Source: an optimization exercise on an open RTL-to-GDS flow (aim: small area). Production flows keep margins and buffers that such runs may drop.
At most, simulation tests tie the RTL to the original design; equivalence was not proved.

Setup of the previous run:
==> module lif_neuron, before the edit <==
module lif_neuron (
    input  wire        clk,
    input  wire        rst,
    input  wire [15:0] threshold,
    input  wire [15:0] leak_rate,
    input  wire [7:0]  refractory,
    input  wire        leaky_enable,
    input  wire        reset_on_spike,
    input  wire [15:0] input_neuron_id,
    input  wire [7:0]  synapse_weight,
    input  wire        spike_in_valid,
    output wire        spike_in_ready,
    output reg  [15:0] output_neuron_id,
    output reg         spike_out_valid,
    input  wire        spike_out_ready,
    input  wire [15:0] neuron_id,
    output wire [15:0] membrane_potential,
    output wire        in_refractory,
    output wire [7:0]  refract_counter
);
    localparam S_IDLE = 2'd0, S_INT = 2'd1, S_SPK = 2'd2, S_REF = 2'd3;
    reg  [15:0] membrane;
    reg  [7:0]  cnt;
    reg  [1:0]  state;
    wire is_ref  = |cnt;
    wire st_idle = (state == S_IDLE);
    wire st_int  = (state == S_INT);
    wire st_spk  = (state == S_SPK);
    wire st_ref  = (state == S_REF);
    wire fire = st_spk & spike_out_ready;           
    wire leak = st_idle & leaky_enable;
    wire [14:0] leak_res;
    lif_leak u_leak (.m(membrane[14:0]), .l(leak_rate), .y(leak_res));
    wire [15:0] addend = ({16{st_int}} & {{8{synapse_weight[7]}}, synapse_weight})
                       | ({16{fire}} & ~threshold);
    wire [15:0] sum = membrane + addend + {15'd0, fire};
    wire clr = rst | (leak & membrane[15]) | (fire & reset_on_spike);
    wire [15:0] m_next = clr ? 16'd0 : leak ? {1'b0, leak_res} : sum;
    wire ge = $signed(membrane) >= $signed(threshold);
    assign spike_in_ready = !is_ref && !st_spk;
    always @(posedge clk) begin
        membrane <= m_next;
        if (rst) begin
            state <= S_IDLE;
            cnt <= 8'd0;
            spike_out_valid <= 1'b0;
            output_neuron_id <= 16'd0;
        end else begin
            spike_out_valid <= st_spk & !spike_out_ready;
            if (fire)
                cnt <= refractory;
            else if (is_ref)
                cnt <= cnt - 8'd1;
            if (st_int & ge)
                output_neuron_id <= neuron_id;
            case (state)
                S_IDLE: if (spike_in_valid) state <= S_INT;
                S_INT:  state <= ge ? S_SPK : S_IDLE;
                S_SPK:  if (spike_out_ready) state <= S_REF;
                S_REF:  if (!is_ref) state <= S_IDLE;
            endcase
        end
    end
    assign membrane_potential = membrane;
    assign in_refractory = is_ref;
    assign refract_counter = cnt;
endmodule
make LEC_CHECK=0 CAP_MARGIN=20 CORE_MARGIN=2 CORE_UTILIZATION=40 SLEW_MARGIN=20 SYNTH_HIERARCHICAL=1 SYNTH_MINIMUM_KEEP_SIZE=0 finish   # period 14.0 ns
run.sh (not shown) runs the stock make flow with config.mk's settings and CLKGATE_MAP_FILE= SYNTH_SCRIPT=/design/flow/synth_recipe.tcl, a recipe that flattens the netlist after the stock synthesis.
For the current run, these inputs were changed with respect to the previous run:
diff --git a/flow/design.v b/flow/design.v
--- a/flow/design.v
+++ b/flow/design.v
@@ -33,10 +33,27 @@
     lif_leak u_leak (.m(membrane[14:0]), .l(leak_rate), .y(leak_res));
     wire [15:0] addend = ({16{st_int}} & {{8{synapse_weight[7]}}, synapse_weight})
                        | ({16{fire}} & ~threshold);
-    wire [15:0] sum = membrane + addend + {15'd0, fire};
+    wire [15:0] sum;
+    wire [16:0] ac;
+    assign ac[0] = fire;
+    genvar gi;
+    generate
+        for (gi = 0; gi < 16; gi = gi + 1) begin : g_add
+            lif_fa u_fa (.a(membrane[gi]), .b(addend[gi]), .c(ac[gi]), .s(sum[gi]), .co(ac[gi + 1]));
+        end
+    endgenerate
     wire clr = rst | (leak & membrane[15]) | (fire & reset_on_spike);
     wire [15:0] m_next = clr ? 16'd0 : leak ? {1'b0, leak_res} : sum;
-    wire ge = $signed(membrane) >= $signed(threshold);
+    wire [16:0] gc;
+    assign gc[0] = 1'b1;
+    generate
+        for (gi = 0; gi < 16; gi = gi + 1) begin : g_cmp
+            wire ma = (gi == 15) ? ~membrane[gi] : membrane[gi];
+            wire tb = (gi == 15) ? threshold[gi] : ~threshold[gi];
+            assign gc[gi + 1] = (ma & tb) | (ma & gc[gi]) | (tb & gc[gi]);
+        end
+    endgenerate
+    wire ge = gc[16];
     assign spike_in_ready = !is_ref && !st_spk;
     always @(posedge clk) begin
         membrane <= m_next;
@@ -49,8 +66,8 @@
             spike_out_valid <= st_spk & !spike_out_ready;
             if (fire)
                 cnt <= refractory;
-            else if (is_ref)
-                cnt <= cnt - 8'd1;
+            else
+                cnt <= cnt - {7'd0, is_ref};
             if (st_int & ge)
                 output_neuron_id <= neuron_id;
             case (state)
Results
Relative to the previous run, die span in y has gone down in the current run. | delay contributed by the slowest stage of the critical path | the current run vs the previous run | 80 ps higher |. Delta(required time reported for the critical path endpoint, the current run - the previous run) < 0. Between the current run and the previous run, the post-synthesis register bit count figures differ only marginally. The current run vs. the previous run: total wire length has decreased. Setup slack: the current run < the previous run. Diff the previous run..the current run | clock network latency to the later pin of the worst-skew pair | negligible. Compared with the previous run, met2 layer wire length in the routed design in the current run increased slightly. Cell row count on the current run is down relative to the previous run. The current run against the previous run: number of fillers in the final layout went down 56; total count of max-transition violations in the final report barely changed; total stage count of the critical path down 3.3%.
For the previous run, only the layout was checked, not whether the RTL still works.

========
lif_neuron, a different RTL version from the one above (not shown whole).
Size: about 710 cells after synthesis, ~130 I/O pins.
clock: 14.0 ns
lec_check: 0
cap_margin: 5
core_margin: 2
core_utilization: 40
gpl_timing_driven: 0
slew_margin: 5
synth_hierarchical: 1
synth_minimum_keep_size: 0
standard.sh (not shown) runs the stock make flow with config.mk's settings and CLKGATE_MAP_FILE= SYNTH_SCRIPT=/design/flow/synth_recipe.tcl, a recipe that flattens the netlist after the stock synthesis.
==> flow/flow/run.sh <==
#!/bin/bash
# Standard ORFS layout (the standard.sh: standard synthesis, floorplan,
# placement, CTS, routing) with these changes:
# - after floorplan, flow/downsize.tcl sets combinational cells that synthesis
#   upsized back to drive strength 1 (repair steps size up what needs it);
# - the buffers that buffer_ports puts on every input and output port are the
#   smallest plain buffer (sky130_fd_sc_hd__buf_1) instead of the cell the
#   resizer picks by default;
# - clock tree synthesis uses clkbuf_8 buffers and no dummy loads;
# - synthesis (ABC) buffers are removed at floorplan (REMOVE_ABC_BUFFERS);
# make's whole output goes to make_finish.log; each ORFS step keeps its own
# log under orfs/logs/.
set -euo pipefail
cd "$(dirname "$0")/.."
bash standard.sh \
  "POST_FLOORPLAN_TCL=$PWD/flow/downsize.tcl" \
  "BUFFER_PORTS_ARGS=-buffer_cell sky130_fd_sc_hd__buf_1" \
  "CTS_ARGS=-sink_clustering_enable -repair_clock_nets -dont_use_dummy_load -buf_list sky130_fd_sc_hd__clkbuf_8" \
  "REMOVE_ABC_BUFFERS=1" \
  finish > make_finish.log 2>&1
==> flow/flow/downsize.tcl <==
# Sourced by ORFS at the end of floorplan (POST_FLOORPLAN_TCL).  Synthesis
# (ABC) maps small helper modules on their own and often picks a larger drive
# strength than the layout needs; set every combinational cell that has a
# size-1 variant of the same function back to size 1.  The later repair steps
# (repair_design, repair_timing) size cells up again where timing, slew or
# capacitance need it.  Flip-flops and clock cells are left alone.
set db [ord::get_db]
set block [ord::get_db_block]
set swapped 0
foreach inst [$block getInsts] {
  set master [$inst getMaster]
  set name [$master getName]
  if {![regexp {^(sky130_fd_sc_hd__[a-z0-9]+)_([0-9]+)$} $name -> base size]} { continue }
  if {$size <= 1} { continue }
  if {[regexp {__(df|sdf|edf|dl|clk|dly|conb|tap|fill|decap|diode)} $base]} { continue }
  set small [$db findMaster ${base}_1]
  if {$small eq "NULL" || $small eq ""} { continue }
  if {[$small getWidth] >= [$master getWidth]} { continue }
  $inst swapMaster $small
  incr swapped
}
puts "downsize.tcl: $swapped cells set to drive strength 1"
Change:
--- a/flow/design.v
+++ b/flow/design.v
@@ -28,21 +28,21 @@
     wire st_spk  = (state == S_SPK);
     wire fire  = st_spk & spike_out_ready;          
     wire leak  = st_idle & leaky_enable;            
     wire nleak = ~leak;
     wire [15:0] nt = ~threshold;
     wire [16:0] gc;
     assign gc[0] = 1'b1;
     genvar gi;
     generate
         for (gi = 0; gi < 15; gi = gi + 1) begin : g_cmp
-            assign gc[gi + 1] = (m[gi] & nt[gi]) | (m[gi] & gc[gi]) | (nt[gi] & gc[gi]);
+            lif_maj u_cmp (.a(m[gi]), .b(nt[gi]), .c(gc[gi]), .y(gc[gi + 1]));
         end
     endgenerate
     assign gc[16] = (~m[15] & threshold[15]) | (~m[15] & gc[15]) | (threshold[15] & gc[15]);
     wire ge = gc[16];
     wire take = st_int & ge;                        
     wire [14:0] xa, xb;
     wire nc;
     lif_leak u_leak (.m(m[14:0]), .l(leak_rate), .xa(xa), .xb(xb), .nc(nc));
     wire [15:0] wext = {{8{synapse_weight[7]}}, synapse_weight};
     wire [15:0] nx, ny, nz;
@@ -951,20 +951,28 @@
 module lif_fa (
     input  wire a,
     input  wire b,
     input  wire c,
     output wire s,
     output wire co
 );
     assign s = a ^ b ^ c;
     assign co = (a & b) | (a & c) | (b & c);
 endmodule
+module lif_maj (
+    input  wire a,
+    input  wire b,
+    input  wire c,
+    output wire y
+);
+    assign y = (a & b) | (a & c) | (b & c);
+endmodule
 module lif_ao22 (
     input  wire a,
     input  wire b,
     input  wire c,
     input  wire d,
     output wire y
 );
     assign y = (a & b) | (c & d);
 endmodule
 module lif_aoi22 (
Design area drops by 0.31%.
Synthesized area drops by 0.68%.
Worst setup slack is worse by 79 ps.
Register-to-register slack is better by 300 ps.
Hold slack hardly moves.
Wire length drops by 2.4%.
Fmax drops by 0.60%.
Synthesized cell count drops by 2.5%.

========
Another version of the RTL of lif_neuron (not shown whole).
For scale: ~670 cells after synthesis.
Design lif_neuron, start of the top module:
module lif_neuron (
    input  wire        clk,
    input  wire        rst,
    input  wire [15:0] threshold,
    input  wire [15:0] leak_rate,
    input  wire [7:0]  refractory,
    input  wire        leaky_enable,
    input  wire        reset_on_spike,
    input  wire [15:0] input_neuron_id,
    input  wire [7:0]  synapse_weight,
    input  wire        spike_in_valid,
    output wire        spike_in_ready,
    output reg  [15:0] output_neuron_id,
    output reg         spike_out_valid,
    input  wire        spike_out_ready,
    input  wire [15:0] neuron_id,
    output reg  [15:0] membrane_potential,
    output wire        in_refractory,
    output reg  [7:0]  refract_counter
);
    localparam S_IDLE = 2'd0, S_INT = 2'd1, S_SPK = 2'd2, S_REF = 2'd3;
    reg  [1:0] state;
    wire [15:0] m = membrane_potential;
    wire [7:0]  cnt = refract_counter;
    wire is_ref  = |cnt;
    wire st_idle = (state == S_IDLE);
    wire st_int  = (state == S_INT);
    wire st_spk  = (state == S_SPK);
    wire fire  = st_spk & spike_out_ready;          
    wire leak  = st_idle & leaky_enable;            
    wire nleak = ~leak;
    wire [15:0] nt = ~threshold;
    wire [16:0] gc;
    assign gc[0] = 1'b1;
    assign gc[1] = m[0] | nt[0];                   
    genvar gi;
    generate
        for (gi = 1; gi < 15; gi = gi + 1) begin : g_cmp
  ...
export LEC_CHECK = 0
export CAP_MARGIN = 5
export CORE_MARGIN = 2
export CORE_UTILIZATION = 55
export GPL_TIMING_DRIVEN = 0
export PLACE_DENSITY = 0.75
export SLEW_MARGIN = 5
export SYNTH_HIERARCHICAL = 1
export SYNTH_MINIMUM_KEEP_SIZE = 0
create_clock -name core_clock -period 14.0 [get_ports {clk}]
Scripts as last shown in full above: flow/flow/run.sh, flow/flow/downsize.tcl
==> next run, changes <==
--- a/flow/design.v
+++ b/flow/design.v
@@ -28,18 +28,17 @@
     wire st_spk  = (state == S_SPK);
     wire fire  = st_spk & spike_out_ready;          
     wire leak  = st_idle & leaky_enable;            
     wire nleak = ~leak;
     wire [15:0] nt = ~threshold;
     wire [16:0] gc;
     assign gc[0] = 1'b1;
-    assign gc[1] = m[0] | nt[0];                   
     genvar gi;
     generate
-        for (gi = 1; gi < 15; gi = gi + 1) begin : g_cmp
+        for (gi = 0; gi < 15; gi = gi + 1) begin : g_cmp
             lif_maj u_cmp (.a(m[gi]), .b(nt[gi]), .c(gc[gi]), .y(gc[gi + 1]));
         end
     endgenerate
     assign gc[16] = (~m[15] & threshold[15]) | (~m[15] & gc[15]) | (threshold[15] & gc[15]);
     wire ge = gc[16];
     wire take = st_int & ge;                        
     wire [14:0] xa, xb;
@@ -929,41 +928,29 @@
     lif_fa u_fs241 (.a(fc136), .b(fs185), .c(fc184), .s(xa[11]), .co(xb[12]));
     lif_fa u_fs243 (.a(bp_6_16), .b(fs187), .c(fc186), .s(xa[12]), .co(xb[13]));
     lif_fa u_fs245 (.a(fc138), .b(bs_7_15), .c(fc188), .s(xa[13]), .co(xb[14]));
     wire fc248;
     lif_fa u_fs247 (.a(m[13]), .b(bs_7_16), .c(fs189), .s(xa[14]), .co(fc248));
     wire lc249 = (bn_0_0 & bp_0_0) | (bn_0_0 & 1'b1) | (bp_0_0 & 1'b1);
     wire lc250 = (bp_0_1 & 1'b1) | (bp_0_1 & lc249) | (1'b1 & lc249);
-    wire lc251;
-    lif_maj u_lc2 (.a(bp_1_0), .b(fs191), .c(lc250), .y(lc251));
-    wire lc252;
-    lif_maj u_lc3 (.a(fs193), .b(fc192), .c(lc251), .y(lc252));
-    wire lc253;
-    lif_maj u_lc4 (.a(fs195), .b(fc194), .c(lc252), .y(lc253));
-    wire lc254;
-    lif_maj u_lc5 (.a(fs197), .b(fc196), .c(lc253), .y(lc254));
-    wire lc255;
-    lif_maj u_lc6 (.a(fs199), .b(fc198), .c(lc254), .y(lc255));
-    wire lc256;
-    lif_maj u_lc7 (.a(fs201), .b(fc200), .c(lc255), .y(lc256));
-    wire lc257;
-    lif_maj u_lc8 (.a(fs203), .b(fc202), .c(lc256), .y(lc257));
-    wire lc258;
-    lif_maj u_lc9 (.a(fs205), .b(fc204), .c(lc257), .y(lc258));
-    wire lc259;
-    lif_maj u_lc10 (.a(fs207), .b(fc206), .c(lc258), .y(lc259));
-    wire lc260;
-    lif_maj u_lc11 (.a(fs209), .b(fc208), .c(lc259), .y(lc260));
-    wire lc261;
-    lif_maj u_lc12 (.a(fs211), .b(fc210), .c(lc260), .y(lc261));
-    wire lc262;
-    lif_maj u_lc13 (.a(fs213), .b(fc212), .c(lc261), .y(lc262));
-    wire lc263;
-    lif_maj u_lc14 (.a(fs215), .b(fc214), .c(lc262), .y(lc263));
-    lif_maj u_lc15 (.a(fs217), .b(fc216), .c(lc263), .y(nc));
+    wire lc251 = (bp_1_0 & fs191) | (bp_1_0 & lc250) | (fs191 & lc250);
+    wire lc252 = (fs193 & fc192) | (fs193 & lc251) | (fc192 & lc251);
+    wire lc253 = (fs195 & fc194) | (fs195 & lc252) | (fc194 & lc252);
+    wire lc254 = (fs197 & fc196) | (fs197 & lc253) | (fc196 & lc253);
+    wire lc255 = (fs199 & fc198) | (fs199 & lc254) | (fc198 & lc254);
+    wire lc256 = (fs201 & fc200) | (fs201 & lc255) | (fc200 & lc255);
+    wire lc257 = (fs203 & fc202) | (fs203 & lc256) | (fc202 & lc256);
+    wire lc258 = (fs205 & fc204) | (fs205 & lc257) | (fc204 & lc257);
+    wire lc259 = (fs207 & fc206) | (fs207 & lc258) | (fc206 & lc258);
+    wire lc260 = (fs209 & fc208) | (fs209 & lc259) | (fc208 & lc259);
+    wire lc261 = (fs211 & fc210) | (fs211 & lc260) | (fc210 & lc260);
+    wire lc262 = (fs213 & fc212) | (fs213 & lc261) | (fc212 & lc261);
+    wire lc263 = (fs215 & fc214) | (fs215 & lc262) | (fc214 & lc262);
+    wire lc264 = (fs217 & fc216) | (fs217 & lc263) | (fc216 & lc263);
+    assign nc = lc264;
 endmodule
 module lif_fa (
     input  wire a,
     input  wire b,
     input  wire c,
     output wire s,
     output wire co
The changed run went through all stages and came out clean.
Setup slack improved by 0.27 ns.
Core utilization barely changes.
Hold slack hardly moves.
Global-route usage climbs by 0.57 points.
Register-to-register slack is better by 0.12 ns.
Via count grows by 1.9%.
Final area grows by 0.92%.
Die area rises by 1.1%.

## static timing again, ports no longer ideal
The flow's constraints put no driver on any port. The routed layouts listed below were extracted and timed again, unchanged, in two steps. Step 1 (the two cells are an assumption about what drives the block):
set clk [get_ports {clk}]
set_driving_cell -lib_cell sky130_fd_sc_hd__clkbuf_16 $clk
set_driving_cell -lib_cell sky130_fd_sc_hd__buf_2 [delete_from_list [all_inputs] $clk]
Step 2, shift: input delay + t, output delay - t, t = (earliest + latest rising clock arrival at the registers) / 2. This alone moves slack from input paths to output paths. a / b / c = ideal / step 1 / step 2; a / b = the first two.
run	t (ns)	slack for setup (ns)	worst setup path after step 2	worst slew at a driven data input, ns	pins driven straight from the clock port
the previous run	0.328	0.778 / 0.779 / 0.451	input to register	0.05	1
the current run	0.310	0.634 / 0.637 / 0.327	input to register	0.05	1
the first run of note 2	0.310	0.908 / 0.908 / 0.598	input to register	0.05	1
the second run of note 2	0.315	0.829 / 0.831 / 0.516	input to register	0.05	1
the first run of note 3	0.335	0.710 / 0.717 / 0.382	input to register	0.04	1
the second run of note 3	0.320	0.982 / 0.987 / 0.667	input to register	0.05	1
After both steps setup and hold are still met in every run listed. For the first run of note 3, which loses most, drivers alone change the setup slack by +0.007 ns; drivers and shift together by -0.328 ns.
